This design comes from an exercise in tuning for small area on the open sky130 flow, not from production work. Function was checked by simulation only, so behaviour that the tests miss may differ from the original. No activity file was given, so power comes from the tool's default toggle rates.

Setup of job 3449:
==> flow/design.v (excerpt) <==
module float_multiply (clk, reset, IN1, IN2, OUT);
input clk, reset;
input [31:0] IN1, IN2;
output [31:0] OUT;
reg [31:0] X1;
reg [31:0] X2;
reg [2:0]  stage;
reg [28:0] acc;     
reg [0:0]  cf;      
wire changed;
neq64 u_cmp (.a({IN2, IN1}), .b({X2, X1}), .y(changed));
wire st0 = (stage == 3'd0);
wire st7 = (stage == 3'd7);
wire [22:0] fa_m;
ao22x23 u_fam (.a(IN1[22:0]), .sa(st0), .b(X1[22:0]), .sb(~st0), .y(fa_m));
reg [4:0] win;
always @(*) begin
    case (stage)
        3'd0: win = {IN2[1:0], 3'b000};
        3'd1: win = X2[5:1];
        3'd2: win = X2[9:5];
        3'd3: win = X2[13:9];
        3'd4: win = X2[17:13];
        3'd5: win = X2[21:17];
        default: win = {3'b001, X2[22:21]};
    endcase
end
wire one0 = win[0] ^ win[1];
wire two0 = (win[2] & ~win[1] & ~win[0]) | (~win[2] & win[1] & win[0]);
wire neg0 = win[2] & ~(win[1] & win[0]);
wire one1 = win[2] ^ win[3];
wire two1 = (win[4] & ~win[3] & ~win[2]) | (~win[4] & win[3] & win[2]);
wire neg1 = win[4] & ~(win[3] & win[2]);
wire [23:0] m0 = {1'b1, X1[22:0]};
wire [23:0] m1 = {1'b1, fa_m};
wire [24:0] pp0, pp1;
brow u_row0 (.one(one0), .two(two0), .neg(neg0), .m(X1[22:0]), .pp(pp0));
brow u_row1 (.one(one1), .two(two1), .neg(neg1), .m(fa_m), .pp(pp1));
wire [24:0] A = acc[28:4];
wire [0:0] cfg = cf;
wire nA24 = ~A[24];
wire nneg0 = ~neg0;
wire nneg1 = ~neg1;
wire npp1_24 = ~pp1[24];
wire fs0;
wire fc0;
wire fs1;
wire fc1;
wire fs2;
wire fc2;
wire fs3;
wire fc3;
wire fs4;
wire fc4;
wire fs5;
wire fc5;
wire fs6;
wire fc6;
wire fs7;
wire fc7;
wire fs8;
wire fc8;
wire fs9;
wire fc9;
wire fs10;
wire fc10;
wire fs11;
wire fc11;
wire fs12;
wire fc12;
wire fs13;
wire fc13;
wire fs14;
wire fc14;
wire fs15;
wire fc15;
wire fs16;
wire fc16;
wire fs17;
wire fc17;
wire fs18;
wire fc18;
wire fs19;
wire fc19;
wire fs20;
wire fc20;
wire fs21;
wire fc21;
wire fs22;
wire fc22;
wire fs23;
wire fc23;
wire fs24;
wire fc24;
wire fs25;
wire fc25;
wire fs26;
wire fc26;
wire fs27;
wire fc27;
wire hs0;
wire hc0;
wire fs28;
wire fc28;
wire fs29;
wire fc29;
wire hs1;
wire hc1;
wire fs30;
wire fc30;
wire fs31;
wire fc31;
wire hs2;
wire hc2;
wire fs32;
wire fc32;
wire fs33;
wire fc33;
wire hs3;
wire hc3;
wire fs34;
wire fc34;
wire fs35;
wire fc35;
wire fs36;
wire fc36;
wire fs37;
wire fc37;
wire fs38;
  ...
Size in the first run: ~97 flip-flops.
clock: 10.0 ns
lec_check: 0
cap_margin: 20
core_margin: 2
core_utilization: 60
cts_buf_list: sky130_fd_sc_hd__clkbuf_8
slew_margin: 20
synth_hierarchical: 1
standard.sh (not shown) runs the stock make flow with config.mk's settings and CLKGATE_MAP_FILE= SYNTH_SCRIPT=/design/flow/synth_recipe.tcl, a recipe that flattens the netlist after the stock synthesis.
==> flow/flow/run.sh <==
#!/bin/bash
# Standard layout, with the port buffers made from the smallest buffer cell
# and no dummy loads added to the clock tree.
set -euo pipefail
bash standard.sh \
  BUFFER_PORTS_ARGS="-buffer_cell sky130_fd_sc_hd__buf_1" \
  CTS_ARGS="-sink_clustering_enable -repair_clock_nets -buf_list sky130_fd_sc_hd__clkbuf_8 -dont_use_dummy_load" \
  finish > flow.log 2>&1
For job 7395, these inputs were changed with respect to job 3449:
- a change of CORE_UTILIZATION from 60 to 50
==> flow/flow/run.sh <==
#!/bin/bash
set -euo pipefail
bash standard.sh \
  BUFFER_PORTS_ARGS="-buffer_cell sky130_fd_sc_hd__buf_1" \
  CTS_ARGS="-sink_clustering_enable -repair_clock_nets -buf_list sky130_fd_sc_hd__clkbuf_16 -sink_clustering_size 35 -sink_buffer_max_cap_derate 1.0 -dont_use_dummy_load" \
  finish > flow.log 2>&1
Results
Die area | job 7395 above job 3449. Summary of job 7395 over job 3449: wire length the detailed router placed on met1 increased by 4.6% relative to the old numbers, power increased by about 4% relative to the old numbers, fraction of standard cell area in multi-input logic decreased by 1.4 points relative to the old numbers, transition time of the tightest slew-check pin decreased by 280 ps relative to the old numbers, flip-flop and latch share of the layout cell area decreased by 0.51 points relative to the old numbers. Looking only at maximum fanout count along the critical path, and setting everything else aside, the higher value of job 7395 and job 3449 goes to job 7395. Job 7395 has less setup slack than job 3449. On maximum clock rate, job 7395 and job 3449 are neck and neck.
> inputs changed (job 7395 -> job 7093)
- CORE_UTILIZATION changed from 50 to 70
==> flow/flow/run.sh <==
#!/bin/bash
# Standard layout, with the port buffers made from the smallest buffer cell
# and no dummy loads added to the clock tree.
set -euo pipefail
bash standard.sh \
  BUFFER_PORTS_ARGS="-buffer_cell sky130_fd_sc_hd__buf_1" \
  CTS_ARGS="-sink_clustering_enable -repair_clock_nets -buf_list sky130_fd_sc_hd__clkbuf_8 -dont_use_dummy_load" \
  finish > flow.log 2>&1
==> comparison <==
Job 7093 finished every stage and its layout cleared the timing, design-rule and antenna checks. The higher area of the core region of job 7395 and job 7093 is in job 7395. Job 7093 vs. job 7395: clock transition at the register clock pins on the worst setup and hold paths after CTS shows an increase of 20 ps, initial cell density of the core shows an increase of 21 points, synthesis-to-finish area growth shows a reduction of 2.4 points, post-route met1 wirelength shows a reduction of about 10%.
Relative to job 7093, the following input files were edited for job 802:
- swapping 70 for 50 in CORE_UTILIZATION
- swapping 20 for 5 in SLEW_MARGIN
- swapping 20 for 5 in CAP_MARGIN
[summary]
Changes observed in job 802 relative to job 7093: later-pin clock latency in the skew report higher, wire length higher, worst setup slack higher, worst slew slack as a fraction of its limit higher.

---

float_multiply, a different RTL version from the one above (not shown whole).
Size: ~610 cells after synthesis, about 97 flip-flops, about 98 I/O pins, roughly 7500 um2 of cells after synthesis.
export LEC_CHECK = 0
export CAP_MARGIN = 20
export CORE_MARGIN = 2
export CORE_UTILIZATION = 50
export CTS_BUF_LIST = sky130_fd_sc_hd__clkbuf_8
export SLEW_MARGIN = 20
export SYNTH_HIERARCHICAL = 1
create_clock -name core_clock -period 10.0 [get_ports {clk}]
==> flow/flow/run.sh <==
#!/bin/bash
# Standard layout, with the port buffers made from the smallest buffer cell
# and no dummy loads added to the clock tree.
set -euo pipefail
bash standard.sh \
  BUFFER_PORTS_ARGS="-buffer_cell sky130_fd_sc_hd__buf_1" \
  CTS_ARGS="-sink_clustering_enable -repair_clock_nets -buf_list sky130_fd_sc_hd__clkbuf_8 -dont_use_dummy_load" \
  finish > flow.log 2>&1
Then changed:
==> flow/flow/run.sh (replaced) <==
#!/bin/bash
set -euo pipefail
bash standard.sh \
  BUFFER_PORTS_ARGS="-buffer_cell sky130_fd_sc_hd__buf_1" \
  CTS_ARGS="-sink_clustering_enable -repair_clock_nets -buf_list {sky130_fd_sc_hd__clkbuf_4 sky130_fd_sc_hd__clkbuf_8} -dont_use_dummy_load" \
  finish > flow.log 2>&1
What happened: Design area is unchanged; global-route usage stays the same; count of clock-buffer cells in the layout stays the same; routed wire length is unchanged; total power does not change.
Then changed:
==> flow/flow/run.sh (replaced) <==
#!/bin/bash
set -euo pipefail
bash standard.sh \
  BUFFER_PORTS_ARGS="-buffer_cell sky130_fd_sc_hd__buf_1" \
  CTS_ARGS="-sink_clustering_enable -repair_clock_nets -root_buf sky130_fd_sc_hd__clkbuf_8 -buf_list sky130_fd_sc_hd__clkbuf_4 -sink_clustering_size 10 -dont_use_dummy_load" \
  finish > flow.log 2>&1
Effect: The changed run finished clean. Cell count stays the same. Wire length does not change. Setup slack is unchanged. Design area does not change. Via count does not change. Worst hold slack stays the same. Non-clock buffer count stays the same. Synthesized cell count does not change.

---

## JK
Another version of the RTL of float_multiply (not shown whole).
Size in the first run: about 630 cells after synthesis, roughly 97 flip-flops, about 0.0070 mm^2 of cells after synthesis.
export LEC_CHECK = 0
export CAP_MARGIN = 0
export CORE_MARGIN = 2
export CORE_UTILIZATION = 60
export CTS_BUF_LIST = sky130_fd_sc_hd__clkbuf_8
export SLEW_MARGIN = 0
export SYNTH_HIERARCHICAL = 1
create_clock -name core_clock -period 10.0 [get_ports {clk}]
==> flow/flow/run.sh <==
#!/bin/bash
# Standard layout, with the port buffers made from the smallest buffer cell
# and no dummy loads added to the clock tree.
set -euo pipefail
bash standard.sh \
  BUFFER_PORTS_ARGS="-buffer_cell sky130_fd_sc_hd__buf_1" \
  CTS_ARGS="-sink_clustering_enable -repair_clock_nets -buf_list sky130_fd_sc_hd__clkbuf_8 -dont_use_dummy_load" \
  finish > flow.log 2>&1
JK reached the final stage; the timing, design-rule and antenna checks on its layout passed.
Input-level comparison between MS and JK:
==> flow/config.mk <==
export PLATFORM = sky130hd
export DESIGN_NAME = float_multiply
export DESIGN_NICKNAME = float_multiply
export VERILOG_FILES = /design/flow/design.v
export SDC_FILE = /design/flow/constraint.sdc
export NUM_CORES = 4
export LEC_CHECK = 0
export CAP_MARGIN = 5
export CORE_MARGIN = 2
export CORE_UTILIZATION = 60
export CTS_BUF_LIST = sky130_fd_sc_hd__clkbuf_8
export GPL_TIMING_DRIVEN = 0
export SLEW_MARGIN = 5
export SYNTH_HIERARCHICAL = 1
==> comparison <==
Routed length on met3 for MS is lower than for JK.
Changes observed in MS relative to JK: total number of multi-input combinational cells shows no meaningful change; least setup slack across all paths after layout -0.14 ns.

---

## build 39
float_multiply, a different RTL version from the one above (not shown whole).
Size in the first run: about 630 cells after synthesis, roughly 98 flip-flops, ~98 I/O pins.
Settings: LEC_CHECK=0, CAP_MARGIN=20, CORE_MARGIN=2, CORE_UTILIZATION=50, CTS_BUF_LIST=sky130_fd_sc_hd__clkbuf_8, SLEW_MARGIN=20, SYNTH_HIERARCHICAL=1; clock period 10.0 ns.
==> flow/flow/run.sh <==
#!/bin/bash
# Standard layout, with the port buffers made from the smallest buffer cell.
set -euo pipefail
bash standard.sh BUFFER_PORTS_ARGS="-buffer_cell sky130_fd_sc_hd__buf_1" finish > flow.log 2>&1
Input changes introduced in build 15 (baseline for comparison: build 39):
- CTS_CLUSTER_SIZE now 30, previously not set
Findings:
- Build 15 reached the final stage; the timing, design-rule and antenna checks on its layout passed.
- Build 15 -> build 39: total power delta 0, exact match
- Re post-CTS setup repair buffer count: no difference whatsoever between build 15 and build 39.
- Post-route worst hold slack: build 15 vs build 39 — no meaningful difference
## Diff of input files: build 63 against build 15
- swapping 30 for 50 in CTS_CLUSTER_SIZE
- swapping sky130_fd_sc_hd__clkbuf_8 for sky130_fd_sc_hd__clkbuf_16 in CTS_BUF_LIST
### Flow results
The global-route usage on build 15 is in line with that on build 63. Summary of build 63 over build 15: global-route wire length before repair essentially unchanged; fraction of area in multi-input gates decreased 0.68 points; placement-stage worst setup slack essentially unchanged; relative contribution of combinational cells to total power decreased 1.9 points. NOTE fmax build 15->build 63 increased slightly. Compared with build 15, build 63 has extra setup slack. Between build 15 and build 63, the non-clock buffer area fraction after layout figures differ only marginally. Against build 15, build 63 comes in 15 lower on number of inserted filler cells in the final layout. Between build 15 and build 63, total power is lower for build 15, build 63 comes in above that. Against build 15, detailed-route vias per instance in build 63 rose slightly.

==> what the ideal ports hide <==
No port has a modelled driver above. Below, the same layouts with a new extraction and two added sets of constraints. Step 1 assumes that a clkbuf_16 drives the clock port and a buf_2 every other input. Step 2 adds t to the input delays and takes it off the output delays; t is the mean of the earliest and latest rising clock arrival at the registers after step 1. Input paths then give back, and output paths get back, about the clock's delay inside the block. Three values: ideal, step 1, step 2; two values: the first two.
run	t, ns	setup WS [ns]	hold slack, ns	clock arrival spread, ns	worst register clock-pin slew, ns
job 3449	0.396	0.426 / 0.443 / 0.048	0.493 / 0.493 / 0.493	0.021 / 0.021	0.09 / 0.09
job 7395	0.389	0.411 / 0.411 / 0.210	0.477 / 0.477 / 0.477	0.011 / 0.010	0.07 / 0.07
job 7093	0.397	0.265 / 0.281 / -0.115	0.484 / 0.484 / 0.484	0.017 / 0.017	0.09 / 0.09
job 802	0.416	0.477 / 0.477 / 0.214	0.485 / 0.485 / 0.485	0.022 / 0.022	0.10 / 0.10
the first run of note 2	0.413	0.569 / 0.569 / 0.296	0.552 / 0.552 / 0.552	0.030 / 0.030	0.10 / 0.10
the second run of note 2	0.413	0.569 / 0.569 / 0.296	0.552 / 0.552 / 0.552	0.030 / 0.030	0.10 / 0.10
the third run of note 2	0.413	0.569 / 0.569 / 0.296	0.552 / 0.552 / 0.552	0.030 / 0.030	0.10 / 0.10
JK	0.409	0.402 / 0.421 / 0.011	0.479 / 0.479 / 0.479	0.013 / 0.013	0.09 / 0.09
MS	0.396	0.261 / 0.275 / -0.120	0.491 / 0.491 / 0.491	0.015 / 0.015	0.09 / 0.09
build 39	0.426	0.716 / 0.681 / 0.698	0.538 / 0.538 / 0.538	0.015 / 0.016	0.11 / 0.11
build 15	0.426	0.716 / 0.681 / 0.698	0.538 / 0.538 / 0.538	0.015 / 0.016	0.11 / 0.11
build 63	0.391	0.761 / 0.723 / 0.685	0.535 / 0.535 / 0.535	0.010 / 0.011	0.07 / 0.07
With both steps, setup timing fails in job 7093 and MS, where it was met with ideal ports. The setup slack of JK, which loses most, moves by +0.019 ns with the drivers and by -0.391 ns with both steps.
